This is an optimization exercise on Yosys and OpenROAD, whose aim is small area, not a production implementation.
Function was checked by simulation only, so behaviour that the tests miss may differ from the original.
No activity file was given, so power comes from the tool's default toggle rates.

## flow/design.v (module list and top-level ports; edited modules follow where they fit)
// module LMC: 723 lines
// module aoi222: 5 lines
// module nand2: 5 lines
// module sel1: 5 lines
// module sel1p: 5 lines
// module sel2: 5 lines
// module sel2p: 7 lines
// module sel3: 5 lines
// module sel3p: 5 lines
module LMC (reset_n, pclk, generation, data_valid, data, d_k_in, MUXSyncHeader, PIPEWIDTH, data_valid_out_1, data_valid_out_2, data_valid_out_3, data_valid_out_4, data_valid_out_5, data_valid_out_6, data_valid_out_7, data_valid_out_8, data_valid_out_9, data_valid_out_10, data_valid_out_11, data_valid_out_12, data_valid_out_13, data_valid_out_14, data_valid_out_15, data_valid_out_16, d_k_out_1, d_k_out_2, d_k_out_3, d_k_out_4, d_k_out_5, d_k_out_6, d_k_out_7, d_k_out_8, d_k_out_9, d_k_out_10, d_k_out_11, d_k_out_12, d_k_out_13, d_k_out_14, d_k_out_15, d_k_out_16, dataout_1, dataout_2, dataout_3, dataout_4, dataout_5, dataout_6, dataout_7, dataout_8, dataout_9, dataout_10, dataout_11, dataout_12, dataout_13, dataout_14, dataout_15, dataout_16, LMCSyncHeader_1, LMCSyncHeader_2, LMCSyncHeader_3, LMCSyncHeader_4, LMCSyncHeader_5, LMCSyncHeader_6, LMCSyncHeader_7, LMCSyncHeader_8, LMCSyncHeader_9, LMCSyncHeader_10, LMCSyncHeader_11, LMCSyncHeader_12, LMCSyncHeader_13, LMCSyncHeader_14, LMCSyncHeader_15, LMCSyncHeader_16);
  // ...
==> flow/flow/run.sh <==
#!/bin/bash
# Layout: the standard flow (standard synthesis included), with smaller port
# buffers, a clock tree without dummy loads, and power (area) recovery after routing.
set -euo pipefail
export BUFFER_PORTS_ARGS="-buffer_cell sky130_fd_sc_hd__buf_1"
export CTS_ARGS="-sink_clustering_enable -repair_clock_nets -dont_use_dummy_load"
export RECOVER_POWER=100
bash standard.sh > standard_flow.log 2>&1
==> flow/standard.sh <==
#!/bin/bash
# synth_recipe.tcl (not shown) runs the flow's synth.tcl, then flattens the netlist and writes it again
# the make line also repeats each setting of config.mk as NAME=value (left out here)
make -C /OpenROAD-flow-scripts/flow DESIGN_CONFIG=/design/flow/config.mk WORK_HOME=/design/flow/orfs CLKGATE_MAP_FILE= SYNTH_SCRIPT=/design/flow/synth_recipe.tcl "${@:-finish}"
==> flow/config.mk <==
export PLATFORM = sky130hd
export DESIGN_NAME = LMC
export DESIGN_NICKNAME = LMC
export VERILOG_FILES = /design/flow/design.v
export SDC_FILE = /design/flow/constraint.sdc
export NUM_CORES = 4
export LEC_CHECK = 0
export CAP_MARGIN = 20
export CORE_AREA = 10 10 440 440
export DIE_AREA = 0 0 450 450
export SLEW_MARGIN = 20
export SYNTH_HIERARCHICAL = 1
==> flow/constraint.sdc <==
create_clock -name core_clock -period 5.0 [get_ports {pclk}]
set_input_delay 1.0000 -clock core_clock [delete_from_list [all_inputs] [get_ports {pclk}]]
set_output_delay 1.0000 -clock core_clock [all_outputs]
set_load 0.01 [all_outputs]
==> metrics list, run 1 <==
- Origin of the worst min-delay path: dout[100]
- Root buffer selected by CTS: clkbuf_16
* Number of H-tree levels: 3
- In this run the vertical extent of the chip is approximately 450 µm.
- At the later pin of the worst-skew pair, clock insertion delay measures approximately 0.66 ns.
- The clock network is responsible for a little under two fifths of the overall power.
* GR Layer Usage met2: approximately 30%
- Entering global routing, the biggest net connects between 150 and 200 pins.
* Library cell with the highest instance count after synthesis: dfrtp_1
- Most frequent cells in the layout: buf_1, dfrtp_1, nand2_1, a222oi_1, a221o_1
- From synthesis to final layout, the design area changed by 43.77%.
- Clock buf/inv share: around 5.5%
- The min-delay analysis places its worst path in the category flop to flop.
- Detailed-route vias per instance: about 4.7
* Setup Viol. Count Final: 0
- Final Hold Violating Endpoints: 0
* Sequential cell fraction of total power: a little over two fifths
- Layout Check Fail Reasons: capacitance limit, slew limit
- Final count of pins violating max slew: ~190
- In this run the worst setup path begins at generation[1].
- Across the run, the number of max-cap violations was 5.
- The critical path ends at dout[249].
* Number of enable flip-flop cells after synthesis: 0
- The clock net in this run drives a total of between 500 and 600 sinks.
- Critical Setup Path Class: input port to flop
* Switching Power: 4373 µW
- Cells traversed along the worst timing path: clkbuf_1, inv_1, ha_1, clkbuf_1, nor2_1, o2111a_1, a211oi_1, buf_4, clkbuf_1, nor2_4, clkbuf_2, a221o_1
- The multi-input combinational cells in the finished layout cover a total of 8787 µm².
- The run finished, with violations left.
- Across the whole layout, storage elements make up 43.23% of the cell area.
==> inputs of run 2 (changes only) <==
--- a/flow/design.v
+++ b/flow/design.v
@@ -75,160 +75,160 @@
   if (~reset_n) begin
     dout <= 512'd0;
     dk <= 64'd0;
   end else begin
     dout <= dout_n;
     dk <= dk_n;
   end
 end
-sel3p u0_0_0 (dout_n[0], hold, dout[0], iv8[0], data[0], iv16[4], data[128], iv32[12], data[384], (dp8[0] | dp16[4] | dp32[12]));
-sel3p u0_0_1 (dout_n[1], hold, dout[1], iv8[0], data[1], iv16[4], data[129], iv32[12], data[385], (dp8[0] | dp16[4] | dp32[12]));
-sel3p u0_0_2 (dout_n[2], hold, dout[2], iv8[0], data[2], iv16[4], data[130], iv32[12], data[386], (dp8[0] | dp16[4] | dp32[12]));
+sel3p u0_0_0 (dout_n[0], hold, dout[0], iv8[0], data[0], iv16[4], data[128], iv32[12], data[384], (dp16[4] | dp32[12]));
+sel3p u0_0_1 (dout_n[1], hold, dout[1], iv8[0], data[1], iv16[4], data[129], iv32[12], data[385], (dp16[4] | dp32[12]));
+sel3p u0_0_2 (dout_n[2], hold, dout[2], iv8[0], data[2], iv16[4], data[130], iv32[12], data[386], (dp16[4] | dp32[12]));
 sel3 u0_0_3 (dout_n[3], hold, dout[3], iv8[0], data[3], iv16[4], data[131], iv32[12], data[387]);
-sel3p u0_0_4 (dout_n[4], hold, dout[4], iv8[0], data[4], iv16[4], data[132], iv32[12], data[388], (dp8[0] | dp16[4] | dp32[12]));
-sel3p u0_0_5 (dout_n[5], hold, dout[5], iv8[0], data[5], iv16[4], data[133], iv32[12], data[389], (dp8[0] | dp16[4] | dp32[12]));
-sel3p u0_0_6 (dout_n[6], hold, dout[6], iv8[0], data[6], iv16[4], data[134], iv32[12], data[390], (dp8[0] | dp16[4] | dp32[12]));
-sel3p u0_0_7 (dout_n[7], hold, dout[7], iv8[0], data[7], iv16[4], data[135], iv32[12], data[391], (dp8[0] | dp16[4] | dp32[12]));
-sel3p u0_0_8 (dk_n[0], hold, dk[0], iv8[0], d_k_in[0], iv16[4], d_k_in[16], iv32[12], d_k_in[48], (ip8[0] | ip16[4] | ip32[12]));
-sel2p u0_1_0 (dout_n[8], hold, dout[8], iv16[0], data[0], iv32[8], data[256], ~(dp16[0] | dp32[8]));
-sel2p u0_1_1 (dout_n[9], hold, dout[9], iv16[0], data[1], iv32[8], data[257], ~(dp16[0] | dp32[8]));
-sel2p u0_1_2 (dout_n[10], hold, dout[10], iv16[0], data[2], iv32[8], data[258], ~(dp16[0] | dp32[8]));
+sel3p u0_0_4 (dout_n[4], hold, dout[4], iv8[0], data[4], iv16[4], data[132], iv32[12], data[388], (dp16[4] | dp32[12]));
+sel3p u0_0_5 (dout_n[5], hold, dout[5], iv8[0], data[5], iv16[4], data[133], iv32[12], data[389], (dp16[4] | dp32[12]));
+sel3p u0_0_6 (dout_n[6], hold, dout[6], iv8[0], data[6], iv16[4], data[134], iv32[12], data[390], (dp16[4] | dp32[12]));
+sel3p u0_0_7 (dout_n[7], hold, dout[7], iv8[0], data[7], iv16[4], data[135], iv32[12], data[391], (dp16[4] | dp32[12]));
+sel3p u0_0_8 (dk_n[0], hold, dk[0], iv8[0], d_k_in[0], iv16[4], d_k_in[16], iv32[12], d_k_in[48], (ip16[4] | ip32[12]));
+sel2p u0_1_0 (dout_n[8], hold, dout[8], iv16[0], data[0], iv32[8], data[256], ~dp32[8]);
+sel2p u0_1_1 (dout_n[9], hold, dout[9], iv16[0], data[1], iv32[8], data[257], ~dp32[8]);
+sel2p u0_1_2 (dout_n[10], hold, dout[10], iv16[0], data[2], iv32[8], data[258], ~dp32[8]);
 sel2 u0_1_3 (dout_n[11], hold, dout[11], iv16[0], data[3], iv32[8], data[259]);
-sel2p u0_1_4 (dout_n[12], hold, dout[12], iv16[0], data[4], iv32[8], data[260], ~(dp16[0] | dp32[8]));
-sel2p u0_1_5 (dout_n[13], hold, dout[13], iv16[0], data[5], iv32[8], data[261], ~(dp16[0] | dp32[8]));
-sel2p u0_1_6 (dout_n[14], hold, dout[14], iv16[0], data[6], iv32[8], data[262], ~(dp16[0] | dp32[8]));
-sel2p u0_1_7 (dout_n[15], hold, dout[15], iv16[0], data[7], iv32[8], data[263], ~(dp16[0] | dp32[8]));
-sel2p u0_1_8 (dk_n[1], hold, dk[1], iv16[0], d_k_in[0], iv32[8], d_k_in[32], ~(ip16[0] | ip32[8]));
+sel2p u0_1_4 (dout_n[12], hold, dout[12], iv16[0], data[4], iv32[8], data[260], ~dp32[8]);
+sel2p u0_1_5 (dout_n[13], hold, dout[13], iv16[0], data[5], iv32[8], data[261], ~dp32[8]);
+sel2p u0_1_6 (dout_n[14], hold, dout[14], iv16[0], data[6], iv32[8], data[262], ~dp32[8]);
+sel2p u0_1_7 (dout_n[15], hold, dout[15], iv16[0], data[7], iv32[8], data[263], ~dp32[8]);
+sel2p u0_1_8 (dk_n[1], hold, dk[1], iv16[0], d_k_in[0], iv32[8], d_k_in[32], ~ip32[8]);
 sel1p u0_2_0 (dout_n[16], hold, dout[16], iv32[4], data[128], dp32[4]);
 sel1p u0_2_1 (dout_n[17], hold, dout[17], iv32[4], data[129], dp32[4]);
 sel1p u0_2_2 (dout_n[18], hold, dout[18], iv32[4], data[130], dp32[4]);
 sel1 u0_2_3 (dout_n[19], hold, dout[19], iv32[4], data[131]);
 sel1p u0_2_4 (dout_n[20], hold, dout[20], iv32[4], data[132], dp32[4]);
 sel1p u0_2_5 (dout_n[21], hold, dout[21], iv32[4], data[133], dp32[4]);
 sel1p u0_2_6 (dout_n[22], hold, dout[22], iv32[4], data[134], dp32[4]);
 sel1p u0_2_7 (dout_n[23], hold, dout[23], iv32[4], data[135], dp32[4]);
 sel1p u0_2_8 (dk_n[2], hold, dk[2], iv32[4], d_k_in[16], ip32[4]);
-sel1p u0_3_0 (dout_n[24], hold, dout[24], iv32[0], data[0], dp32[0]);
-sel1p u0_3_1 (dout_n[25], hold, dout[25], iv32[0], data[1], dp32[0]);
-sel1p u0_3_2 (dout_n[26], hold, dout[26], iv32[0], data[2], dp32[0]);
+sel1 u0_3_0 (dout_n[24], hold, dout[24], iv32[0], data[0]);
+sel1 u0_3_1 (dout_n[25], hold, dout[25], iv32[0], data[1]);
+sel1 u0_3_2 (dout_n[26], hold, dout[26], iv32[0], data[2]);
 sel1 u0_3_3 (dout_n[27], hold, dout[27], iv32[0], data[3]);
-sel1p u0_3_4 (dout_n[28], hold, dout[28], iv32[0], data[4], dp32[0]);
-sel1p u0_3_5 (dout_n[29], hold, dout[29], iv32[0], data[5], dp32[0]);
-sel1p u0_3_6 (dout_n[30], hold, dout[30], iv32[0], data[6], dp32[0]);
-sel1p u0_3_7 (dout_n[31], hold, dout[31], iv32[0], data[7], dp32[0]);
-sel1p u0_3_8 (dk_n[3], hold, dk[3], iv32[0], d_k_in[0], ip32[0]);
-sel3p u1_0_0 (dout_n[32], hold, dout[32], iv8[0], data[8], iv16[4], data[136], iv32[12], data[392], (dp8[0] | dp16[4] | dp32[12]));
-sel3p u1_0_1 (dout_n[33], hold, dout[33], iv8[0], data[9], iv16[4], data[137], iv32[12], data[393], (dp8[0] | dp16[4] | dp32[12]));
-sel3p u1_0_2 (dout_n[34], hold, dout[34], iv8[0], data[10], iv16[4], data[138], iv32[12], data[394], (dp8[0] | dp16[4] | dp32[12]));
+sel1 u0_3_4 (dout_n[28], hold, dout[28], iv32[0], data[4]);
+sel1 u0_3_5 (dout_n[29], hold, dout[29], iv32[0], data[5]);
+sel1 u0_3_6 (dout_n[30], hold, dout[30], iv32[0], data[6]);
+sel1 u0_3_7 (dout_n[31], hold, dout[31], iv32[0], data[7]);
+sel1 u0_3_8 (dk_n[3], hold, dk[3], iv32[0], d_k_in[0]);
+sel3p u1_0_0 (dout_n[32], hold, dout[32], iv8[0], data[8], iv16[4], data[136], iv32[12], data[392], (dp16[4] | dp32[12]));
+sel3p u1_0_1 (dout_n[33], hold, dout[33], iv8[0], data[9], iv16[4], data[137], iv32[12], data[393], (dp16[4] | dp32[12]));
+sel3p u1_0_2 (dout_n[34], hold, dout[34], iv8[0], data[10], iv16[4], data[138], iv32[12], data[394], (dp16[4] | dp32[12]));
 sel3 u1_0_3 (dout_n[35], hold, dout[35], iv8[0], data[11], iv16[4], data[139], iv32[12], data[395]);
-sel3p u1_0_4 (dout_n[36], hold, dout[36], iv8[0], data[12], iv16[4], data[140], iv32[12], data[396], (dp8[0] | dp16[4] | dp32[12]));
-sel3p u1_0_5 (dout_n[37], hold, dout[37], iv8[0], data[13], iv16[4], data[141], iv32[12], data[397], (dp8[0] | dp16[4] | dp32[12]));
-sel3p u1_0_6 (dout_n[38], hold, dout[38], iv8[0], data[14], iv16[4], data[142], iv32[12], data[398], (dp8[0] | dp16[4] | dp32[12]));
-sel3p u1_0_7 (dout_n[39], hold, dout[39], iv8[0], data[15], iv16[4], data[143], iv32[12], data[399], (dp8[0] | dp16[4] | dp32[12]));
-sel3p u1_0_8 (dk_n[4], hold, dk[4], iv8[0], d_k_in[1], iv16[4], d_k_in[17], iv32[12], d_k_in[49], (ip8[0] | ip16[4] | ip32[12]));
-sel2p u1_1_0 (dout_n[40], hold, dout[40], iv16[0], data[8], iv32[8], data[264], ~(dp16[0] | dp32[8]));
-sel2p u1_1_1 (dout_n[41], hold, dout[41], iv16[0], data[9], iv32[8], data[265], ~(dp16[0] | dp32[8]));
-sel2p u1_1_2 (dout_n[42], hold, dout[42], iv16[0], data[10], iv32[8], data[266], ~(dp16[0] | dp32[8]));
+sel3p u1_0_4 (dout_n[36], hold, dout[36], iv8[0], data[12], iv16[4], data[140], iv32[12], data[396], (dp16[4] | dp32[12]));
+sel3p u1_0_5 (dout_n[37], hold, dout[37], iv8[0], data[13], iv16[4], data[141], iv32[12], data[397], (dp16[4] | dp32[12]));
+sel3p u1_0_6 (dout_n[38], hold, dout[38], iv8[0], data[14], iv16[4], data[142], iv32[12], data[398], (dp16[4] | dp32[12]));
+sel3p u1_0_7 (dout_n[39], hold, dout[39], iv8[0], data[15], iv16[4], data[143], iv32[12], data[399], (dp16[4] | dp32[12]));
+sel3p u1_0_8 (dk_n[4], hold, dk[4], iv8[0], d_k_in[1], iv16[4], d_k_in[17], iv32[12], d_k_in[49], (ip16[4] | ip32[12]));
+sel2p u1_1_0 (dout_n[40], hold, dout[40], iv16[0], data[8], iv32[8], data[264], ~dp32[8]);
+sel2p u1_1_1 (dout_n[41], hold, dout[41], iv16[0], data[9], iv32[8], data[265], ~dp32[8]);
+sel2p u1_1_2 (dout_n[42], hold, dout[42], iv16[0], data[10], iv32[8], data[266], ~dp32[8]);
 sel2 u1_1_3 (dout_n[43], hold, dout[43], iv16[0], data[11], iv32[8], data[267]);
-sel2p u1_1_4 (dout_n[44], hold, dout[44], iv16[0], data[12], iv32[8], data[268], ~(dp16[0] | dp32[8]));
-sel2p u1_1_5 (dout_n[45], hold, dout[45], iv16[0], data[13], iv32[8], data[269], ~(dp16[0] | dp32[8]));
-sel2p u1_1_6 (dout_n[46], hold, dout[46], iv16[0], data[14], iv32[8], data[270], ~(dp16[0] | dp32[8]));
-sel2p u1_1_7 (dout_n[47], hold, dout[47], iv16[0], data[15], iv32[8], data[271], ~(dp16[0] | dp32[8]));
-sel2p u1_1_8 (dk_n[5], hold, dk[5], iv16[0], d_k_in[1], iv32[8], d_k_in[33], ~(ip16[0] | ip32[8]));
+sel2p u1_1_4 (dout_n[44], hold, dout[44], iv16[0], data[12], iv32[8], data[268], ~dp32[8]);
+sel2p u1_1_5 (dout_n[45], hold, dout[45], iv16[0], data[13], iv32[8], data[269], ~dp32[8]);
+sel2p u1_1_6 (dout_n[46], hold, dout[46], iv16[0], data[14], iv32[8], data[270], ~dp32[8]);
+sel2p u1_1_7 (dout_n[47], hold, dout[47], iv16[0], data[15], iv32[8], data[271], ~dp32[8]);
+sel2p u1_1_8 (dk_n[5], hold, dk[5], iv16[0], d_k_in[1], iv32[8], d_k_in[33], ~ip32[8]);
 sel1p u1_2_0 (dout_n[48], hold, dout[48], iv32[4], data[136], dp32[4]);
 sel1p u1_2_1 (dout_n[49], hold, dout[49], iv32[4], data[137], dp32[4]);
 sel1p u1_2_2 (dout_n[50], hold, dout[50], iv32[4], data[138], dp32[4]);
 sel1 u1_2_3 (dout_n[51], hold, dout[51], iv32[4], data[139]);
 sel1p u1_2_4 (dout_n[52], hold, dout[52], iv32[4], data[140], dp32[4]);
 sel1p u1_2_5 (dout_n[53], hold, dout[53], iv32[4], data[141], dp32[4]);
 sel1p u1_2_6 (dout_n[54], hold, dout[54], iv32[4], data[142], dp32[4]);
 sel1p u1_2_7 (dout_n[55], hold, dout[55], iv32[4], data[143], dp32[4]);
 sel1p u1_2_8 (dk_n[6], hold, dk[6], iv32[4], d_k_in[17], ip32[4]);
-sel1p u1_3_0 (dout_n[56], hold, dout[56], iv32[0], data[8], dp32[0]);
-sel1p u1_3_1 (dout_n[57], hold, dout[57], iv32[0], data[9], dp32[0]);
-sel1p u1_3_2 (dout_n[58], hold, dout[58], iv32[0], data[10], dp32[0]);
+sel1 u1_3_0 (dout_n[56], hold, dout[56], iv32[0], data[8]);
+sel1 u1_3_1 (dout_n[57], hold, dout[57], iv32[0], data[9]);
+sel1 u1_3_2 (dout_n[58], hold, dout[58], iv32[0], data[10]);
 sel1 u1_3_3 (dout_n[59], hold, dout[59], iv32[0], data[11]);
-sel1p u1_3_4 (dout_n[60], hold, dout[60], iv32[0], data[12], dp32[0]);
-sel1p u1_3_5 (dout_n[61], hold, dout[61], iv32[0], data[13], dp32[0]);
-sel1p u1_3_6 (dout_n[62], hold, dout[62], iv32[0], data[14], dp32[0]);
-sel1p u1_3_7 (dout_n[63], hold, dout[63], iv32[0], data[15], dp32[0]);
-sel1p u1_3_8 (dk_n[7], hold, dk[7], iv32[0], d_k_in[1], ip32[0]);
-sel3p u2_0_0 (dout_n[64], hold, dout[64], iv8[0], data[16], iv16[4], data[144], iv32[12], data[400], (dp8[0] | dp16[4] | dp32[12]));
-sel3p u2_0_1 (dout_n[65], hold, dout[65], iv8[0], data[17], iv16[4], data[145], iv32[12], data[401], (dp8[0] | dp16[4] | dp32[12]));
-sel3p u2_0_2 (dout_n[66], hold, dout[66], iv8[0], data[18], iv16[4], data[146], iv32[12], data[402], (dp8[0] | dp16[4] | dp32[12]));
+sel1 u1_3_4 (dout_n[60], hold, dout[60], iv32[0], data[12]);
+sel1 u1_3_5 (dout_n[61], hold, dout[61], iv32[0], data[13]);
+sel1 u1_3_6 (dout_n[62], hold, dout[62], iv32[0], data[14]);
+sel1 u1_3_7 (dout_n[63], hold, dout[63], iv32[0], data[15]);
+sel1 u1_3_8 (dk_n[7], hold, dk[7], iv32[0], d_k_in[1]);
+sel3p u2_0_0 (dout_n[64], hold, dout[64], iv8[0], data[16], iv16[4], data[144], iv32[12], data[400], (dp16[4] | dp32[12]));
+sel3p u2_0_1 (dout_n[65], hold, dout[65], iv8[0], data[17], iv16[4], data[145], iv32[12], data[401], (dp16[4] | dp32[12]));
+sel3p u2_0_2 (dout_n[66], hold, dout[66], iv8[0], data[18], iv16[4], data[146], iv32[12], data[402], (dp16[4] | dp32[12]));
 sel3 u2_0_3 (dout_n[67], hold, dout[67], iv8[0], data[19], iv16[4], data[147], iv32[12], data[403]);
-sel3p u2_0_4 (dout_n[68], hold, dout[68], iv8[0], data[20], iv16[4], data[148], iv32[12], data[404], (dp8[0] | dp16[4] | dp32[12]));
-sel3p u2_0_5 (dout_n[69], hold, dout[69], iv8[0], data[21], iv16[4], data[149], iv32[12], data[405], (dp8[0] | dp16[4] | dp32[12]));
-sel3p u2_0_6 (dout_n[70], hold, dout[70], iv8[0], data[22], iv16[4], data[150], iv32[12], data[406], (dp8[0] | dp16[4] | dp32[12]));
-sel3p u2_0_7 (dout_n[71], hold, dout[71], iv8[0], data[23], iv16[4], data[151], iv32[12], data[407], (dp8[0] | dp16[4] | dp32[12]));
-sel3p u2_0_8 (dk_n[8], hold, dk[8], iv8[0], d_k_in[2], iv16[4], d_k_in[18], iv32[12], d_k_in[50], (ip8[0] | ip16[4] | ip32[12]));
-sel2p u2_1_0 (dout_n[72], hold, dout[72], iv16[0], data[16], iv32[8], data[272], ~(dp16[0] | dp32[8]));
-sel2p u2_1_1 (dout_n[73], hold, dout[73], iv16[0], data[17], iv32[8], data[273], ~(dp16[0] | dp32[8]));
-sel2p u2_1_2 (dout_n[74], hold, dout[74], iv16[0], data[18], iv32[8], data[274], ~(dp16[0] | dp32[8]));
+sel3p u2_0_4 (dout_n[68], hold, dout[68], iv8[0], data[20], iv16[4], data[148], iv32[12], data[404], (dp16[4] | dp32[12]));
+sel3p u2_0_5 (dout_n[69], hold, dout[69], iv8[0], data[21], iv16[4], data[149], iv32[12], data[405], (dp16[4] | dp32[12]));
+sel3p u2_0_6 (dout_n[70], hold, dout[70], iv8[0], data[22], iv16[4], data[150], iv32[12], data[406], (dp16[4] | dp32[12]));
+sel3p u2_0_7 (dout_n[71], hold, dout[71], iv8[0], data[23], iv16[4], data[151], iv32[12], data[407], (dp16[4] | dp32[12]));
+sel3p u2_0_8 (dk_n[8], hold, dk[8], iv8[0], d_k_in[2], iv16[4], d_k_in[18], iv32[12], d_k_in[50], (ip16[4] | ip32[12]));
+sel2p u2_1_0 (dout_n[72], hold, dout[72], iv16[0], data[16], iv32[8], data[272], ~dp32[8]);
+sel2p u2_1_1 (dout_n[73], hold, dout[73], iv16[0], data[17], iv32[8], data[273], ~dp32[8]);
+sel2p u2_1_2 (dout_n[74], hold, dout[74], iv16[0], data[18], iv32[8], data[274], ~dp32[8]);
 sel2 u2_1_3 (dout_n[75], hold, dout[75], iv16[0], data[19], iv32[8], data[275]);
-sel2p u2_1_4 (dout_n[76], hold, dout[76], iv16[0], data[20], iv32[8], data[276], ~(dp16[0] | dp32[8]));
-sel2p u2_1_5 (dout_n[77], hold, dout[77], iv16[0], data[21], iv32[8], data[277], ~(dp16[0] | dp32[8]));
-sel2p u2_1_6 (dout_n[78], hold, dout[78], iv16[0], data[22], iv32[8], data[278], ~(dp16[0] | dp32[8]));
-sel2p u2_1_7 (dout_n[79], hold, dout[79], iv16[0], data[23], iv32[8], data[279], ~(dp16[0] | dp32[8]));
-sel2p u2_1_8 (dk_n[9], hold, dk[9], iv16[0], d_k_in[2], iv32[8], d_k_in[34], ~(ip16[0] | ip32[8]));
+sel2p u2_1_4 (dout_n[76], hold, dout[76], iv16[0], data[20], iv32[8], data[276], ~dp32[8]);
+sel2p u2_1_5 (dout_n[77], hold, dout[77], iv16[0], data[21], iv32[8], data[277], ~dp32[8]);
+sel2p u2_1_6 (dout_n[78], hold, dout[78], iv16[0], data[22], iv32[8], data[278], ~dp32[8]);
+sel2p u2_1_7 (dout_n[79], hold, dout[79], iv16[0], data[23], iv32[8], data[279], ~dp32[8]);
+sel2p u2_1_8 (dk_n[9], hold, dk[9], iv16[0], d_k_in[2], iv32[8], d_k_in[34], ~ip32[8]);
 sel1p u2_2_0 (dout_n[80], hold, dout[80], iv32[4], data[144], dp32[4]);
 sel1p u2_2_1 (dout_n[81], hold, dout[81], iv32[4], data[145], dp32[4]);
 sel1p u2_2_2 (dout_n[82], hold, dout[82], iv32[4], data[146], dp32[4]);
 sel1 u2_2_3 (dout_n[83], hold, dout[83], iv32[4], data[147]);
 sel1p u2_2_4 (dout_n[84], hold, dout[84], iv32[4], data[148], dp32[4]);
 sel1p u2_2_5 (dout_n[85], hold, dout[85], iv32[4], data[149], dp32[4]);
 sel1p u2_2_6 (dout_n[86], hold, dout[86], iv32[4], data[150], dp32[4]);
 sel1p u2_2_7 (dout_n[87], hold, dout[87], iv32[4], data[151], dp32[4]);
 sel1p u2_2_8 (dk_n[10], hold, dk[10], iv32[4], d_k_in[18], ip32[4]);
-sel1p u2_3_0 (dout_n[88], hold, dout[88], iv32[0], data[16], dp32[0]);
-sel1p u2_3_1 (dout_n[89], hold, dout[89], iv32[0], data[17], dp32[0]);
-sel1p u2_3_2 (dout_n[90], hold, dout[90], iv32[0], data[18], dp32[0]);
+sel1 u2_3_0 (dout_n[88], hold, dout[88], iv32[0], data[16]);
+sel1 u2_3_1 (dout_n[89], hold, dout[89], iv32[0], data[17]);
+sel1 u2_3_2 (dout_n[90], hold, dout[90], iv32[0], data[18]);
 sel1 u2_3_3 (dout_n[91], hold, dout[91], iv32[0], data[19]);
-sel1p u2_3_4 (dout_n[92], hold, dout[92], iv32[0], data[20], dp32[0]);
-sel1p u2_3_5 (dout_n[93], hold, dout[93], iv32[0], data[21], dp32[0]);
-sel1p u2_3_6 (dout_n[94], hold, dout[94], iv32[0], data[22], dp32[0]);
-sel1p u2_3_7 (dout_n[95], hold, dout[95], iv32[0], data[23], dp32[0]);
-sel1p u2_3_8 (dk_n[11], hold, dk[11], iv32[0], d_k_in[2], ip32[0]);
-sel3p u3_0_0 (dout_n[96], hold, dout[96], iv8[0], data[24], iv16[4], data[152], iv32[12], data[408], (dp8[0] | dp16[4] | dp32[12]));
-sel3p u3_0_1 (dout_n[97], hold, dout[97], iv8[0], data[25], iv16[4], data[153], iv32[12], data[409], (dp8[0] | dp16[4] | dp32[12]));
-sel3p u3_0_2 (dout_n[98], hold, dout[98], iv8[0], data[26], iv16[4], data[154], iv32[12], data[410], (dp8[0] | dp16[4] | dp32[12]));
+sel1 u2_3_4 (dout_n[92], hold, dout[92], iv32[0], data[20]);
+sel1 u2_3_5 (dout_n[93], hold, dout[93], iv32[0], data[21]);
+sel1 u2_3_6 (dout_n[94], hold, dout[94], iv32[0], data[22]);
+sel1 u2_3_7 (dout_n[95], hold, dout[95], iv32[0], data[23]);
+sel1 u2_3_8 (dk_n[11], hold, dk[11], iv32[0], d_k_in[2]);
+sel3p u3_0_0 (dout_n[96], hold, dout[96], iv8[0], data[24], iv16[4], data[152], iv32[12], data[408], (dp16[4] | dp32[12]));
+sel3p u3_0_1 (dout_n[97], hold, dout[97], iv8[0], data[25], iv16[4], data[153], iv32[12], data[409], (dp16[4] | dp32[12]));
+sel3p u3_0_2 (dout_n[98], hold, dout[98], iv8[0], data[26], iv16[4], data[154], iv32[12], data[410], (dp16[4] | dp32[12]));
 sel3 u3_0_3 (dout_n[99], hold, dout[99], iv8[0], data[27], iv16[4], data[155], iv32[12], data[411]);
-sel3p u3_0_4 (dout_n[100], hold, dout[100], iv8[0], data[28], iv16[4], data[156], iv32[12], data[412], (dp8[0] | dp16[4] | dp32[12]));
-sel3p u3_0_5 (dout_n[101], hold, dout[101], iv8[0], data[29], iv16[4], data[157], iv32[12], data[413], (dp8[0] | dp16[4] | dp32[12]));
-sel3p u3_0_6 (dout_n[102], hold, dout[102], iv8[0], data[30], iv16[4], data[158], iv32[12], data[414], (dp8[0] | dp16[4] | dp32[12]));
-sel3p u3_0_7 (dout_n[103], hold, dout[103], iv8[0], data[31], iv16[4], data[159], iv32[12], data[415], (dp8[0] | dp16[4] | dp32[12]));
-sel3p u3_0_8 (dk_n[12], hold, dk[12], iv8[0], d_k_in[3], iv16[4], d_k_in[19], iv32[12], d_k_in[51], (ip8[0] | ip16[4] | ip32[12]));
-sel2p u3_1_0 (dout_n[104], hold, dout[104], iv16[0], data[24], iv32[8], data[280], ~(dp16[0] | dp32[8]));
-sel2p u3_1_1 (dout_n[105], hold, dout[105], iv16[0], data[25], iv32[8], data[281], ~(dp16[0] | dp32[8]));
-sel2p u3_1_2 (dout_n[106], hold, dout[106], iv16[0], data[26], iv32[8], data[282], ~(dp16[0] | dp32[8]));
+sel3p u3_0_4 (dout_n[100], hold, dout[100], iv8[0], data[28], iv16[4], data[156], iv32[12], data[412], (dp16[4] | dp32[12]));
+sel3p u3_0_5 (dout_n[101], hold, dout[101], iv8[0], data[29], iv16[4], data[157], iv32[12], data[413], (dp16[4] | dp32[12]));
+sel3p u3_0_6 (dout_n[102], hold, dout[102], iv8[0], data[30], iv16[4], data[158], iv32[12], data[414], (dp16[4] | dp32[12]));
+sel3p u3_0_7 (dout_n[103], hold, dout[103], iv8[0], data[31], iv16[4], data[159], iv32[12], data[415], (dp16[4] | dp32[12]));
+sel3p u3_0_8 (dk_n[12], hold, dk[12], iv8[0], d_k_in[3], iv16[4], d_k_in[19], iv32[12], d_k_in[51], (ip16[4] | ip32[12]));
+sel2p u3_1_0 (dout_n[104], hold, dout[104], iv16[0], data[24], iv32[8], data[280], ~dp32[8]);
+sel2p u3_1_1 (dout_n[105], hold, dout[105], iv16[0], data[25], iv32[8], data[281], ~dp32[8]);
+sel2p u3_1_2 (dout_n[106], hold, dout[106], iv16[0], data[26], iv32[8], data[282], ~dp32[8]);
 sel2 u3_1_3 (dout_n[107], hold, dout[107], iv16[0], data[27], iv32[8], data[283]);
-sel2p u3_1_4 (dout_n[108], hold, dout[108], iv16[0], data[28], iv32[8], data[284], ~(dp16[0] | dp32[8]));
-sel2p u3_1_5 (dout_n[109], hold, dout[109], iv16[0], data[29], iv32[8], data[285], ~(dp16[0] | dp32[8]));
-sel2p u3_1_6 (dout_n[110], hold, dout[110], iv16[0], data[30], iv32[8], data[286], ~(dp16[0] | dp32[8]));
-sel2p u3_1_7 (dout_n[111], hold, dout[111], iv16[0], data[31], iv32[8], data[287], ~(dp16[0] | dp32[8]));
-sel2p u3_1_8 (dk_n[13], hold, dk[13], iv16[0], d_k_in[3], iv32[8], d_k_in[35], ~(ip16[0] | ip32[8]));
+sel2p u3_1_4 (dout_n[108], hold, dout[108], iv16[0], data[28], iv32[8], data[284], ~dp32[8]);
+sel2p u3_1_5 (dout_n[109], hold, dout[109], iv16[0], data[29], iv32[8], data[285], ~dp32[8]);
+sel2p u3_1_6 (dout_n[110], hold, dout[110], iv16[0], data[30], iv32[8], data[286], ~dp32[8]);
+sel2p u3_1_7 (dout_n[111], hold, dout[111], iv16[0], data[31], iv32[8], data[287], ~dp32[8]);
+sel2p u3_1_8 (dk_n[13], hold, dk[13], iv16[0], d_k_in[3], iv32[8], d_k_in[35], ~ip32[8]);
 sel1p u3_2_0 (dout_n[112], hold, dout[112], iv32[4], data[152], dp32[4]);
 sel1p u3_2_1 (dout_n[113], hold, dout[113], iv32[4], data[153], dp32[4]);
 sel1p u3_2_2 (dout_n[114], hold, dout[114], iv32[4], data[154], dp32[4]);
 sel1 u3_2_3 (dout_n[115], hold, dout[115], iv32[4], data[155]);
 sel1p u3_2_4 (dout_n[116], hold, dout[116], iv32[4], data[156], dp32[4]);
 sel1p u3_2_5 (dout_n[117], hold, dout[117], iv32[4], data[157], dp32[4]);
 sel1p u3_2_6 (dout_n[118], hold, dout[118], iv32[4], data[158], dp32[4]);
 sel1p u3_2_7 (dout_n[119], hold, dout[119], iv32[4], data[159], dp32[4]);
 sel1p u3_2_8 (dk_n[14], hold, dk[14], iv32[4], d_k_in[19], ip32[4]);
-sel1p u3_3_0 (dout_n[120], hold, dout[120], iv32[0], data[24], dp32[0]);
-sel1p u3_3_1 (dout_n[121], hold, dout[121], iv32[0], data[25], dp32[0]);
-sel1p u3_3_2 (dout_n[122], hold, dout[122], iv32[0], data[26], dp32[0]);
+sel1 u3_3_0 (dout_n[120], hold, dout[120], iv32[0], data[24]);
+sel1 u3_3_1 (dout_n[121], hold, dout[121], iv32[0], data[25]);
+sel1 u3_3_2 (dout_n[122], hold, dout[122], iv32[0], data[26]);
 sel1 u3_3_3 (dout_n[123], hold, dout[123], iv32[0], data[27]);
-sel1p u3_3_4 (dout_n[124], hold, dout[124], iv32[0], data[28], dp32[0]);
-sel1p u3_3_5 (dout_n[125], hold, dout[125], iv32[0], data[29], dp32[0]);
-sel1p u3_3_6 (dout_n[126], hold, dout[126], iv32[0], data[30], dp32[0]);
-sel1p u3_3_7 (dout_n[127], hold, dout[127], iv32[0], data[31], dp32[0]);
-sel1p u3_3_8 (dk_n[15], hold, dk[15], iv32[0], d_k_in[3], ip32[0]);
+sel1 u3_3_4 (dout_n[124], hold, dout[124], iv32[0], data[28]);
+sel1 u3_3_5 (dout_n[125], hold, dout[125], iv32[0], data[29]);
+sel1 u3_3_6 (dout_n[126], hold, dout[126], iv32[0], data[30]);
+sel1 u3_3_7 (dout_n[127], hold, dout[127], iv32[0], data[31]);
+sel1 u3_3_8 (dk_n[15], hold, dk[15], iv32[0], d_k_in[3]);
 sel3p u4_0_0 (dout_n[128], hold, dout[128], iv8[1], data[32], iv16[5], data[160], iv32[13], data[416], (dp8[1] | dp16[5] | dp32[13]));
 sel3p u4_0_1 (dout_n[129], hold, dout[129], iv8[1], data[33], iv16[5], data[161], iv32[13], data[417], (dp8[1] | dp16[5] | dp32[13]));
 sel3p u4_0_2 (dout_n[130], hold, dout[130], iv8[1], data[34], iv16[5], data[162], iv32[13], data[418], (dp8[1] | dp16[5] | dp32[13]));
 sel3 u4_0_3 (dout_n[131], hold, dout[131], iv8[1], data[35], iv16[5], data[163], iv32[13], data[419]);
 sel3p u4_0_4 (dout_n[132], hold, dout[132], iv8[1], data[36], iv16[5], data[164], iv32[13], data[420], (dp8[1] | dp16[5] | dp32[13]));
 sel3p u4_0_5 (dout_n[133], hold, dout[133], iv8[1], data[37], iv16[5], data[165], iv32[13], data[421], (dp8[1] | dp16[5] | dp32[13]));
 sel3p u4_0_6 (dout_n[134], hold, dout[134], iv8[1], data[38], iv16[5], data[166], iv32[13], data[422], (dp8[1] | dp16[5] | dp32[13]));
 sel3p u4_0_7 (dout_n[135], hold, dout[135], iv8[1], data[39], iv16[5], data[167], iv32[13], data[423], (dp8[1] | dp16[5] | dp32[13]));
==> flow/flow/run.sh (replaced) <==
#!/bin/bash
# Layout: the standard flow (standard synthesis included), with the smallest
# buffer on each port and a clock tree without dummy loads.
set -euo pipefail
export BUFFER_PORTS_ARGS="-buffer_cell sky130_fd_sc_hd__buf_1"
export CTS_ARGS="-sink_clustering_enable -repair_clock_nets -dont_use_dummy_load"
bash standard.sh > standard_flow.log 2>&1
==> run 2 against run 1 <==
Net effect:
- the run now finishes clean
- non-clock buffer count increased by 7
- sequential cell count unchanged
- combinational power about the same
- area after synthesis decreased by 0.17%
- register-to-register slack got worse by 0.08 ns
- count of clock-buffer cells in the layout increased by 2
- worst setup slack improved by 0.66 ns
- routed wire length decreased by 1.5%
- global-route usage decreased by 0.25 points
- hold slack got worse by 0.093 ns
- utilization increased by 0.087 points
- final cell count decreased by 0.16%
==> metrics list, run 2 <==
- The root cell of the clock tree is clkbuf_16 (unchanged).
- The detailed router's first-iteration violation count was 5326 (was 5143).
* Count of port buffers added during placement: 1227 (unchanged)
- The portion of total power attributed to the clock network is 37.0% (was 36.8%).
- Clock-pin slew on the worst setup and hold paths: 0.05 ns (was 0.06 ns)
- The sequential area share after synthesis was 62.25% (was 62.14%).
- The post-detailed-placement half-perimeter wirelength was 162.5 mm (was 161.8 mm).
* Die Height: 450 µm (unchanged)
* Antenna violations before repair: 96 (was 94)
* Maximum clock frequency: 0.2569 GHz (was 0.2198 GHz)
- Combinational cell fraction of total power: 20.4% (was 20.5%)
- The pin count of the biggest net entering global routing is 130 (was 173).
* GRT Overall Usage: 18.69% (was 18.94%)
- The number of flip-flops under the largest register name was 512 (unchanged).
- Switching Power: 4316 µW (was 4373 µW)
- Postcts setup bufs: 0 (unchanged)
- The number of hold buffers added after CTS is 0 (unchanged).
* Leakage power summed over all cells: 0.01457 µW (was 0.01445 µW)
- The most repeated cell in the gate-level netlist after synthesis is dfrtp_1 (unchanged).
- The async set-reset flop share out of synthesis is 100.0% (unchanged).
- Core region area: 183500 µm² (unchanged)
* Count of filler cells inserted in the layout: 20490 (was 20510)
- The clock net sink count is 584 (unchanged).
* Setup Viol. Count Final: 0 (unchanged)
* Detailed-route vias per instance: 4.660 (was 4.687)
- Registers with the highest flip-flop counts: dout x512, dk x64, count x5 (unchanged)
- The setup total negative slack came to 0 ns (unchanged).
- Number of H-tree levels: 3 (unchanged)
- The total number of placement rows was 157 (unchanged).
- Overall power: 12830 µW (was 12820 µW)
* Die ar.: 202500 µm² (unchanged)
- The data required time at the worst endpoint was 5.59 ns (was 5.56 ns).
* Unique masters post-synth: 47 (unchanged)
- Dominant cells by area after synthesis: dfrtp_1, a222oi_1, a221o_1 (unchanged).
- The largest register by flop count is dout (unchanged).
- The global-route wire length before repair was 259.5 mm (was 262.0 mm).
* Overall via count from detail_route: 26390 (was 26590)
- Worst Max-Slew Pin Slew: 1.213 ns (was 2.814 ns)
- The commonest non-fill, non-tap cell in the layout is buf_1 (unchanged).
- The switching part of the total power was 33.64% (was 34.12%).
- The total of flip-flops plus latches after synthesis was 584 (unchanged).
- Clock Skew: 0.02319 ns (was 0.03466 ns)
- Worst-case clock buffer depth: 3 (unchanged)
- Count of warnings emitted by yosys: 7 (unchanged)
* Routed wirelength normalized by instance count: 35.43 µm (was 35.91 µm)
- GPL Wtd Cong: 1.046 (was 1.004)
* Routed wire length: 200.6 mm (was 203.7 mm)
- The area used by sequential logic in the layout came to 14610 µm² (unchanged).
* Grt total ovfl: 0 (unchanged)
* Area of the multi-input gates: 8658 µm² (was 8787 µm²)
* Most used DFF post-synth: dfrtp_1 (unchanged)
- Die width: 450 µm (unchanged)
- The count of final max-slew check failures came to 0 (was 194).
* Worst EP arrival: 4.48 ns (was 5.11 ns)
- Top cells by count, synth: dfrtp_1, nand2_1, a222oi_1 (unchanged).
* Critical Setup Path Class: input port to flop (unchanged)
- Placed insts: 5543 (was 5569)
- DR pass1 iterations: 12 (was 14)
* Final Hold Violating Endpoints: 0 (unchanged)
- Worst reg2reg path depth: 4 (was 5)
* Most frequent cells in the layout: buf_1, dfrtp_1, nand2_1, a222oi_1, a221o_1 (unchanged)
- Final Net Count: 3808 (was 3831)
* Cts bufs inserted: 76 (was 74)
* Post-Synthesis Mean Instance Area: 12.86 µm² (was 12.89 µm²)
- Post-detailed-route DRC marker count: 0 (unchanged)
- The count of max-cap constraint violations came to 0 (was 5).
- Area overhead of the layout relative to synthesis: 44.69% (was 43.77%)
* Critical Path Fanout Max: 36 (unchanged)
- RSZ-0062 raised after global routing: false (unchanged)
- The share of layout cells above drive strength 1 was 7.003% (was 6.134%).
- HP Class: input port to async pin (was flop to flop)
* Max rail drop VDD: 0.2041 mV (was 0.2033 mV)
- Post-synthesis instance area: 23480 µm² (was 23520 µm²)
* Worst Hold Slack: 0.3930 ns (was 0.4856 ns)
- Result of the run: no timing/DRC/antenna violations (was finished with violations).
* Final Instance Count excl. Fillers: 5663 (was 5672)
- Final Core Density: 18.51% (was 18.43%)
* Worst slew margin: 19.15% (was -87.60%)
- The element type at the critical path start was an input port (unchanged).
- The gate count after technology mapping was 1825 (unchanged).
- Number of enable flip-flop cells after synthesis: 0 (unchanged)
- Power Internal: 8514 µW (was 8443 µW)
* Via count of the first global-routing pass: 25880 (was 25740)
* TritonCTS clock tree: built (unchanged)
- Min cycle time layout: 3.893 ns (was 4.549 ns)
* Post-cts resize count: 0 (unchanged)
- The boundary pin count came to 1276 (unchanged).
- The final clock period utilization by the worst path is 77.86% (was 90.97%).
- Power per cell area: 377.7 nW/µm² (was 379.1 nW/µm²)
* Sequential cell fraction of total power: 42.6% (was 42.7%)
- The endpoint class of the critical path is a flop (unchanged).
- Area share of the largest cell type after synthesis: 62.25% (was 62.14%)
* Remaining antenna violation count after routing: 0 (unchanged)
- Insertion delay to the later sink of the worst-skew pair: 0.66 ns (about the same)
- The cell taking the most area after synthesis was dfrtp_1 (unchanged).
- Initial Utilization: 12.80% (was 12.82%)
==> run 2: worst max-delay path, stage by stage <==
cell	delay, ns
buf_1	0.35
ha_1	0.45
nand2b_1	0.25
o21a_1	0.45
buf_4	0.29
nor2_1	0.12
nor2_4	0.89
a222oi_1	0.49
nand2_1	0.14
==> run 2: power by group through the flow <==
stage | Clock, µW | Combinational [µW] | Sequential (µW)
2_1_floorplan | 0 | 710 | 5690
3_3_place_gp | 0 | 2620 | 5500
3_5_place_dp | 0 | 2640 | 5530
4_1_cts | 4930 | 2650 | 5450
5_1_grt | 5080 | 2790 | 5500
6_report | 4750 | 2620 | 5470
==> run 2: cells by family (layout without fill, tap and decap cells) <==
kind of cell	Yosys count	after routing	synth area share, %
compound gates	765	765	28.61
mux	1	1	0.06394
flops	584	584	62.25
buf+inv	88	1417	2.281
simple gates	378	378	6.412
xor+xnor	4	4	0.1493
other cells	1	46	0.01597
fa+ha+maj	4	4	0.2132
==> run 2: area by class of cell <==
cell class	count	share of cell area, %
flip-flops and latches	584	43.02
multi-input cells	1155	25.49
repair buffers	1316	16.18
well taps	2464	9.076
clock buffers	76	5.599
diodes	43	0.3168
inverters	25	0.3131
==> run 2: path summary, 6_finish.rpt <==
path / from / endpoint / slack, ns
max: generation[2] / dout[453] / 1.11
min: reset_n / dk[49] / 0.39
min in group core_clock: dout[96] / dout[96] / 0.49
min reg2reg: dout[96] / dout[96] / 0.49
max reg2reg: count[3] / hdr[1] / 3.07
max in group asynchronous: reset_n / dout[327] / 3.20
==> run 2: per-layer routing <==
metal / vias up / global-route usage (%) / share of wire [%]
li1: 10390 / - / -
met1: 13520 / 21.56 / 37
met2: 2097 / 29.54 / 46
met3: 361 / 8.634 / 13
met4: 16 / 8.187 / 4.1
met5: - / 0.4259 / 0.11
==> run 2: metrics by stage <==
step	setup WS, ns	instance area (µm²)
2_1_floorplan	-7.488	23530
3_3_place_gp	0.5534	31910
3_5_place_dp	0.4965	31940
4_1_cts	1.256	33840
5_1_grt	1.083	33950
6_report	1.107	33970
==> run 2: per-module statistics from Yosys, one instance, submodules excluded, a selection <==
module | flops+latches | copies in the design
sel2 | 0 | 16
sel3p | 0 | 128
sel1p | 0 | 224
sel3 | 0 | 16
LMC | 584 | 1
sel1 | 0 | 64
aoi222 | 0 | 128
nand2 | 0 | 128
==> inputs of run 3 (changes only) <==
==> flow/flow/run.sh (replaced) <==
#!/bin/bash
# Layout: the standard flow (standard synthesis included), with the smallest
# buffer on each port and a clock tree of smaller buffers without dummy loads.
set -euo pipefail
export BUFFER_PORTS_ARGS="-buffer_cell sky130_fd_sc_hd__buf_1"
export CTS_ARGS="-sink_clustering_enable -repair_clock_nets -dont_use_dummy_load -buf_list {sky130_fd_sc_hd__clkbuf_4 sky130_fd_sc_hd__clkbuf_8}"
bash standard.sh > standard_flow.log 2>&1
==> run 3 against run 2 <==
Net effect:
- sequential cell count is the same
- count of clock-buffer cells in the layout grew 34
- first-iteration DRC count shrank 7.7%
- register-to-register slack lost 0.05 ns
- critical path depth is the same
- routed wire length grew 0.15%
- highest routed layer unchanged
- utilization shrank 0.21 points
- critical path type unchanged
- worst setup slack gained 0.20 ns
- clock power shrank 17%
- final cell count grew 0.62%
- still clean on timing, DRC and antenna
- non-clock buffer count is the same
- largest power group unchanged
==> metrics list, run 3 <==
* GPL Wtd Cong: 1.046 (unchanged)
- Final Net Count: 3842 (was 3808)
- The number of buffers created by CTS is 110 (was 76).
- The start point of the critical path is generation[2] (unchanged).
- # Max-Cap Violations: 0 (unchanged)
- Antenna violations before repair: 94 (was 96)
- The synthesis warning total is 7 (unchanged).
* Largest stage delay on the critical path: 0.87 ns (was 0.89 ns)
* Cell with the biggest individual delay on the critical path: nor2_4 (unchanged)
* Drt first-iter violations: 4917 (was 5326)
- Gate count after technology mapping: 1825 (unchanged)
- TritonCTS clock tree: built (unchanged)
- The share of total power in combinational logic is 21.8% (was 20.4%).
- The total standard cell area after synthesis was 23480 µm² (unchanged).
* Root buffer selected by CTS: clkbuf_8 (was clkbuf_16)
- The number of distinct library cells after synthesis was 47 (unchanged).
- Clock-pin slew on the worst setup and hold paths: 0.06 ns (was 0.05 ns)
* Via count of the first global-routing pass: 26100 (was 25880)
- Fraction of synthesis flops using an asynchronous set or reset pin: 100.0% (unchanged)
* Switching Power: 4267 µW (was 4316 µW)
- Boundary pin count: 1276 (unchanged)
- The setup skew after layout was 0.03143 ns (was 0.02319 ns).
- Final Hold Violating Endpoints: 0 (unchanged)
- Post-cts resize count: 0 (unchanged)
- The level count of the clock H-tree was 3 (unchanged).
- The overall routing resource usage came to 18.70% (was 18.69%).
- Registers with the highest flip-flop counts: dout x512, dk x64, count x5 (unchanged).
- The timing endpoint of the critical path was dout[453] (unchanged).
- Worst reg2reg path depth: 4 (unchanged)
- Die Height: 450 µm (unchanged)
- Postcts setup bufs: 0 (unchanged)
- The share of layout cells above drive strength 1 is 7.994% (was 7.003%).
* Fraction of the yosys area taken by sequential cells: 62.25% (unchanged)
- The number of search-and-repair iterations in the first detailed-routing pass came to 14 (was 12).
* Worst slew margin: 20.39% (was 19.15%)
* Pin count of the biggest net entering global routing: 130 (unchanged)
- Critical path data required time: 5.76 ns (was 5.59 ns)
* Min cycle time layout: 3.688 ns (was 3.893 ns)
- The number of flip-flops under the largest register name came to 512 (unchanged).
- The total of endpoints with negative setup slack in the final report was 0 (unchanged).
- The detailed-route via count came to 26620 (was 26390).
* Cells traversed along the worst timing path: buf_1, ha_1, nand2b_1, o21a_1, buf_4, nor2_1, nor2_4, a222oi_1, nand2_1 (unchanged)
- The cell taking the most area after synthesis is dfrtp_1 (unchanged).
- The maximum count of clock buffers along a single path is 3 (unchanged).
- Hold-fix buffers at CTS: 0 (unchanged)
- Leakage power summed over all cells: 0.01442 µW (was 0.01457 µW)
- Instance count on the critical path: 9 (unchanged)
- RSZ-0062 raised after global routing: false (unchanged).
- Routed wirelength normalized by instance count: 35.26 µm (was 35.43 µm)
* Worst Max-Slew Pin Slew: 1.194 ns (was 1.213 ns)
- The count of final max-slew check failures is 0 (unchanged).
- The total power divided by cell area is 358.6 nW/µm² (was 377.7 nW/µm²).
- The element type at the critical path start is an input port (unchanged).
- Post-detailed-route DRC marker count: 0 (unchanged)
- Most frequent cells in the layout: buf_1, dfrtp_1, nand2_1, a222oi_1, a221o_1 (unchanged).
- Most frequent standard cell in the layout excluding fill and tap cells: buf_1 (unchanged)
* Register name with the most flops: dout (unchanged)
- Portion of total power attributed to the clock network: 32.9% (was 37.0%)
- Power Internal: 7777 µW (was 8514 µW)
- The total number of placement rows was 157 (unchanged).
- Area overhead of the layout relative to synthesis: 43.05% (was 44.69%)
* Global-route wire length before repair: 259.9 mm (was 259.5 mm)
- The post-route antenna net violation count is 0 (unchanged).
- Worst reg2reg path startpoint: count[3] (unchanged)
- Most used DFF post-synth: dfrtp_1 (unchanged)
- The fill cell total of the finished layout is 20570 (was 20490).
- Part of the cycle the worst path needs: 73.76% (was 77.86%)
* Die width: 450 µm (unchanged)
- Post-Synthesis Mean Instance Area: 12.86 µm² (unchanged)
* Area of the multi-input gates: 8658 µm² (unchanged)
* Largest delay contributor family on the critical path: simple AND/OR/NAND/NOR gates (unchanged)
- Top cells by count, synth: dfrtp_1, nand2_1, a222oi_1 (unchanged)
- The area used by sequential logic in the layout is 14610 µm² (unchanged).
- Slack of the worst reg-to-reg path: 3.02 ns (was 3.07 ns)
- Endpoint kind of the worst setup timing path: flop (unchanged)
* Dominant cells by area after synthesis: dfrtp_1, a222oi_1, a221o_1 (unchanged)
- The critical-path maximum fanout came to 36 (unchanged).
- HP Class: input port to async pin (unchanged)
- Number of storage elements in the synthesis netlist: 584 (unchanged)
- Total negative slack for setup checks: 0 ns (unchanged)
* Clock tree sinks: 584 (unchanged)
- Routed wire length: 200.9 mm (was 200.6 mm)
* Number of enable flip-flop cells after synthesis: 0 (unchanged)
- Worst EP arrival: 4.44 ns (was 4.48 ns)
- Grt total ovfl: 0 (unchanged)
* Detailed-route vias per instance: 4.673 (was 4.660)
* Maximum clock frequency: 0.2712 GHz (was 0.2569 GHz)
- The critical setup path kind was input port to flop (unchanged).
- Library cell with the highest instance count after synthesis: dfrtp_1 (unchanged)
* Result of the run: no timing/DRC/antenna violations (unchanged)
- The sequential share of power came to 45.4% (was 42.6%).
* Destination of the worst register-to-register timing path: hdr[1] (unchanged)
* Die ar.: 202500 µm² (unchanged)
- Half-perimeter wire length of the detailed placement result: 162.5 mm (unchanged)
- The worst hold slack came to 0.2235 ns (was 0.3930 ns).
- Core region area: 183500 µm² (unchanged)
- The sum of buffers and inverters on the critical path came to 2 (unchanged).
- The clock latency at the later pin of the worst-skew pair came to 0.83 ns (was 0.66 ns).
- The top cell type's share of synthesized area came to 62.25% (unchanged).
- The switching part of the total power came to 35.43% (was 33.64%).
- The number of buffers inserted by port buffering was 1227 (unchanged).
* Initial Utilization: 12.80% (unchanged)
- The worst vdd rail ir drop is 0.1897 mV (was 0.2041 mV).
[run 3: worst min-delay path by stage]
stage / from / end / slack [ns] / cells after the start
detailed placement: dout[102] / dout[102] / 0.47 / 2
global route: reset_n / dk[49] / 0.22 / 1
floorplan: dk[0] / dk[0] / 0.53 / 2
finish: reset_n / dk[49] / 0.22 / 1
CTS: reset_n / dk[52] / 0.17 / 1
global placement: dout[480] / dout[480] / 0.47 / 2
[run 3: power by group through the flow]
stage | logic [µW] | clock network [µW] | registers (µW)
after CTS | 2650 | 4120 | 5450
after detailed placement | 2640 | 0 | 5530
after floorplan | 710 | 0 | 5690
after global placement | 2620 | 0 | 5500
after global routing | 2790 | 4280 | 5500
final | 2620 | 3960 | 5470
[run 3: cells by family (layout without fill, tap and decap cells)]
kind of cell	count (synthesis)	after routing	share of synthesized area (%)
compound gates	765	765	28.61
flops	584	584	62.25
simple gates	378	378	6.412
buf+inv	88	1451	2.281
fa+ha+maj	4	4	0.2132
xor+xnor	4	4	0.1493
other cells	1	47	0.01597
mux	1	1	0.06394
[run 3: area by class of cell]
cell class              count  area share [%]
flip-flops and latches    584           43.52
multi-input cells        1155           25.78
repair buffers           1316           16.37
well taps                2464           9.180
clock buffers             110           4.508
diodes                     44          0.3279
inverters                  25          0.3167
[run 3: metal layers]
| metal | global-route usage (%) | part of all wire [%] |
|---|---|---|
| met2 | 29.70 | 46 |
| met5 | 0.4259 | 0.096 |
| met4 | 8.091 | 4.2 |
| met3 | 8.890 | 13 |
| met1 | 21.33 | 36 |
[run 3: per-stage QoR]
step / setup slack (ns) / cell area [µm²] / power (µW) / instances / util [%]
2_1_floorplan: -7.488 / 23530 / 6403 / 1827 / -
3_3_place_gp: 0.5534 / 31910 / 8124 / 5542 / 17.39
3_5_place_dp: 0.4965 / 31940 / 8162 / 5543 / 17.41
4_1_cts: 1.420 / 33450 / 12220 / 5653 / 18.23
5_1_grt: 1.250 / 33570 / 12580 / 5692 / 18.30
6_report: 1.312 / 33580 / 12040 / 5698 / 18.30
[run 3: Yosys stat by module (local to each module, per instance), excerpt]
| module | cell area (µm²) | times used | cells inside |
|---|---|---|---|
| sel3p | 18.77 | 128 | 3 |
| aoi222 | 10.01 | 128 | 1 |
| nand2 | 3.754 | 128 | 1 |
| sel3 | 18.77 | 16 | 3 |
| LMC | 15990 | 1 | 817 |
| sel1 | 8.758 | 64 | 1 |
| sel2 | 13.76 | 16 | 2 |
| sel1p | 10.01 | 224 | 1 |
==> inputs of run 4 (changes only) <==
--- a/flow/config.mk
+++ b/flow/config.mk
@@ -6,7 +6,7 @@
 export NUM_CORES = 4
 export LEC_CHECK = 0
 export CAP_MARGIN = 20
-export CORE_AREA = 10 10 440 440
-export DIE_AREA = 0 0 450 450
+export CORE_AREA = 5 5 375 375
+export DIE_AREA = 0 0 380 380
 export SLEW_MARGIN = 20
 export SYNTH_HIERARCHICAL = 1
==> run 4 against run 3 <==
Net effect:
- worst setup slack got worse by 0.26 ns
- global-route usage increased by 2.6 points
- power decreased by 4.1%
- critical endpoint is now dout[192]
- first-iteration DRC count decreased by 13%
- area after synthesis unchanged
- still clean
- sequential share of layout area increased by 1.3 points
- critical path depth unchanged
- hold slack improved by 0.17 ns
- final cell count decreased by 12%
==> metrics list, run 4 <==
* Library cell with the highest instance count after synthesis: dfrtp_1 (unchanged)
- The worst relative slew slack is 29.05% (was 20.39%).
* Overall via count from detail_route: 26090 (was 26620)
- The number of enable flip-flop cells after synthesis is 0 (unchanged).
- The cell area after layout came to 32630 µm² (was 33580 µm²).
* Boundary pin count: 1276 (unchanged)
* Fraction of the yosys area taken by sequential cells: 62.25% (unchanged)
* # Max-Cap Violations: 0 (unchanged)
- Worst Hold Slack: 0.3944 ns (was 0.2235 ns)
- The path type of the worst min-delay path is input port to async pin (unchanged).
* Largest delay contributor family on the critical path: compound AO/OA/AOI/OAI gates (was simple AND/OR/NAND/NOR gates)
- DR pass1 iterations: 14 (unchanged)
- The total number of placement rows came to 135 (was 157).
* Via count of the first global-routing pass: 25740 (was 26100)
- The placed instance area came to 31170 µm² (was 31940 µm²).
- Layout cell share with drive strength beyond 1: 8.109% (was 7.994%)
- The worst-case setup margin in the final layout is 1.049 ns (was 1.312 ns).
- Registers with the highest flip-flop counts: dout x512, dk x64, count x5 (unchanged).
- GPL Wtd Cong: 1.000 (was 1.046)
- Multiplexer fraction of the synthesized cell area: 0.06396% (unchanged)
- The fill cell total of the finished layout is 14820 (was 20570).
- Critical Setup Path Class: input port to flop (unchanged)
- The total power divided by cell area came to 353.9 nW/µm² (was 358.6 nW/µm²).
* Routed wire length: 162.8 mm (was 200.9 mm)
* Count of buffer and inverter cells on the critical path: 1 (was 2)
* Nature of the critical path startpoint: input port (unchanged)
* GRT Overall Usage: 21.32% (was 18.70%)
- The global-route wire length before repair was 219.5 mm (was 259.9 mm).
- The critical path arrival was 4.54 ns (was 4.44 ns).
* Critical Path Fanout Max: 28 (was 36)
* Part of the cycle the worst path needs: 79.03% (was 73.76%)
- The setup skew after layout is 0.007196 ns (was 0.03143 ns).
- Die Height: 380 µm (was 450 µm)
* Endpoint kind of the worst setup timing path: flop (unchanged)
* Final Net Count: 3846 (was 3842)
- Most frequent cells in the layout: buf_1, dfrtp_1, nand2_1, a222oi_1, a221o_1 (unchanged).
- The average wire length per cell after detail routing came to 32.58 µm (was 35.26 µm).
- The clock latency at the later pin of the worst-skew pair was 0.72 ns (was 0.83 ns).
* Fraction of synthesis flops using an asynchronous set or reset pin: 100.0% (unchanged)
- Critical Path Start: generation[2] (unchanged)
* XOR/XNOR share of the synthesized area: 0.1492% (unchanged)
- The total core area came to 135800 µm² (was 183500 µm²).
* Worst-case clock buffer depth: 3 (unchanged)
- Worst Max-Slew Pin Slew: 1.064 ns (was 1.194 ns)
- The post-synthesis share of cell area spent on full adders, half adders and majority gates is 0.2132% (unchanged).
- Final count of pins violating max slew: 0 (unchanged)
- Setup Viol. Count Final: 0 (unchanged)
- TritonCTS clock tree: built (unchanged)
* Detailed-route vias per instance: 5.221 (was 4.673)
- The top cell type's share of synthesized area was 62.25% (unchanged).
- Most frequent standard cell in the layout excluding fill and tap cells: buf_1 (unchanged)
- The floorplan die width was 380 µm (was 450 µm).
* Register name with the most flops: dout (unchanged)
- Drt first-iter violations: 4264 (was 4917)
* Antenna violations before repair: 71 (was 94)
- Initial Utilization: 17.29% (was 12.80%)
* RSZ-0062 raised after global routing: false (unchanged)
- Gate count after technology mapping: 1825 (unchanged)
* Clock tree sinks: 584 (unchanged)
* Post-detailed-route DRC marker count: 0 (unchanged)
* Unique masters post-synth: 47 (unchanged)
- The register clock-pin slew on the reported worst setup and hold paths is 0.06 ns (about the same).
- Result of the run: no timing/DRC/antenna violations (unchanged).
- Most used DFF post-synth: dfrtp_1 (unchanged)
- Top cells by count, synth: dfrtp_1, nand2_1, a222oi_1 (unchanged)
* Number of storage elements in the synthesis netlist: 584 (unchanged)
* Area overhead of the layout relative to synthesis: 39.01% (was 43.05%)
- Cells traversed along the worst timing path: buf_1, ha_1, nand2b_1, o21a_1, nor2_1, a221o_1, and2_2, a21oi_1, nand2_1 (was buf_1, ha_1, nand2b_1, o21a_1, buf_4, nor2_1, nor2_4, a222oi_1, nand2_1).
- Number of H-tree levels: 3 (unchanged)
- The number of hold buffers added after CTS came to 0 (unchanged).
* Count of warnings emitted by yosys: 7 (unchanged)
- Min cycle time layout: 3.951 ns (was 3.688 ns)
- Pin count of the biggest net entering global routing: 133 (was 130)
- The number of resized instances in the post-cts repair step was 0 (unchanged).
- The number of flip-flops under the largest register name is 512 (unchanged).
- Postcts setup bufs: 0 (unchanged)
- Final Hold Violating Endpoints: 0 (unchanged)
- Maximum clock frequency: 0.2531 GHz (was 0.2712 GHz)
- The cell with the biggest individual delay on the critical path is a221o_1 (was nor2_4).
- Grt total ovfl: 0 (unchanged)
- Dominant cells by area after synthesis: dfrtp_1, a222oi_1, a221o_1 (unchanged)
* Root buffer selected by CTS: clkbuf_8 (unchanged)
- The cell taking the most area after synthesis is dfrtp_1 (unchanged).
- The reg-to-reg startpoint was count[3] (unchanged).
* Largest stage delay on the critical path: 0.65 ns (was 0.87 ns)
* Post-synthesis instance area: 23480 µm² (unchanged)
- The number of buffers created by CTS came to 102 (was 110).
- Max rail drop VDD: 0.2181 mV (was 0.1897 mV)
* Count of port buffers added during placement: 1227 (unchanged)
- The post-route antenna net violation count came to 0 (unchanged).
- Critical path data required time: 5.59 ns (was 5.76 ns)
* Dominant combinational cell family by area after synthesis: compound AO/OA/AOI/OAI gates (unchanged)
- The simple-gate share of the synthesized area was 6.412% (unchanged).
* Worst setup slack after placement: 0.3619 ns (was 0.4965 ns)
* Half-perimeter wire length of the detailed placement result: 126.7 mm (was 162.5 mm)
* Post-Synthesis Mean Instance Area: 12.86 µm² (unchanged)
- Die ar.: 144400 µm² (was 202500 µm²)
- The static leakage power is 0.01442 µW (about the same).
* Compound-cell area share of the yosys netlist: 28.61% (unchanged)
==> run 4: cell count changes in the layout (fill, tap and decap cells not counted) <==
cell,previous run,this run
diode_2,44,22
clkbuf_8,110,102
buf_16,1,0
buf_4,72,85
==> run 4: final cells by class <==
cell class                      count  area, µm²  area share (%)
Antenna cell                       22      55.05          0.1687
Clock buffer                      102       1404           4.302
Inverter                           25      106.4          0.3259
Multi-Input combinational cell   1155       8658           26.53
Sequential cell                   584      14610           44.78
Tap cell                         1781       2228           6.828
Timing Repair Buffer             1328       5568           17.06
==> run 4: per-layer routing <==
| layer | up-vias | track usage [%] | routed length (µm) |
|---|---|---|---|
| met4 | 50 | 10.47 | 9027 |
| met2 | 2064 | 31.77 | 70150 |
| met5 | - | 0 | 333 |
| met1 | 13190 | 25.68 | 60180 |
| li1 | 10420 | - | - |
| met3 | 369 | 10.33 | 23100 |
==> run 4: cells by family (layout without fill, tap and decap cells) <==
| kind of cell | count (synthesis) | count (layout) |
|---|---|---|
| adders and majority gates | 4 | 4 |
| buffers and inverters | 88 | 1455 |
| other | 1 | 25 |
| xor gates and xnor gates | 4 | 4 |
| AOI/OAI and AO/OA | 765 | 765 |
| muxes | 1 | 1 |
| DFF | 584 | 584 |
| and+or+nand+nor | 378 | 378 |
==> run 4: metrics by stage <==
stage	util, %	TNS [ns]	total power [µW]	instances
after floorplan	-	-4150.66	6403	1827
after global routing	24.01	0	12010	4984
after CTS	23.99	0	11680	4975
after detailed placement	22.96	0	7931	4873
final	24.03	0	11550	4997
after global placement	22.96	0	7903	4873
==> run 4: final timing paths <==
path | to | slack, ns | cells past startpoint
setup / recovery | dout[192] | 1.05 | 9
hold / removal | dout[344] | 0.39 | 1
setup reg to reg | hdr[0] | 3.21 | 5
hold reg to reg | dout[423] | 0.49 | 2
max in group asynchronous | dout[88] | 3.30 | 2
min in group core_clock | dout[459] | 0.46 | 3
==> run 4: power breakdown <==
group	total, µW	internal, µW	leakage [µW]	switching, µW
Combinational	2400	698	0.00588	1700
Sequential	5460	5170	0.00781	286
Clock	3690	1780	0.000734	1910
Total	11500	7650	0.0144	3900
==> run 4: modules after synthesis, one instance, submodules excluded, a selection <==
module,cell area (µm²),cells,copies in the design,flops+latches
sel1p,10.01,1,224,0
sel2,13.76,2,16,0
nand2,3.754,1,128,0
sel3p,18.77,3,128,0
aoi222,10.01,1,128,0
LMC,15990,817,1,584
sel1,8.758,1,64,0
sel3,18.77,3,16,0

[re-timing with driven ports]
The results above use ideal ports. As a check the final layouts listed here were re-extracted and re-timed, cells and wires unchanged. Step 1 (the two cells are an assumption about what drives the block):
set clk [get_ports {pclk}]
set_driving_cell -lib_cell sky130_fd_sc_hd__clkbuf_16 $clk
set_driving_cell -lib_cell sky130_fd_sc_hd__buf_2 [delete_from_list [all_inputs] $clk]
Step 2, shift: input delay + t, output delay - t, t = (earliest + latest rising clock arrival at the registers) / 2. This alone moves slack from input paths to output paths. Slacks: ideal ports / drivers / drivers and shift; pairs: ideal ports / drivers.
| run | t (ns) | setup slack, ns | worst data-port slew with drivers (ns) |
|---|---|---|---|
| run 1 | 0.740 | 0.451 / 0.423 / -0.317 | 0.27 |
| run 2 | 0.737 | 1.107 / 1.103 / 0.366 | 0.33 |
| run 3 | 0.878 | 1.312 / 1.272 / 0.394 | 0.38 |
| run 4 | 0.801 | 1.049 / 0.979 / 0.177 | 0.28 |
For run 3, which loses most, drivers alone change the setup slack by -0.040 ns; drivers and shift together by -0.918 ns.
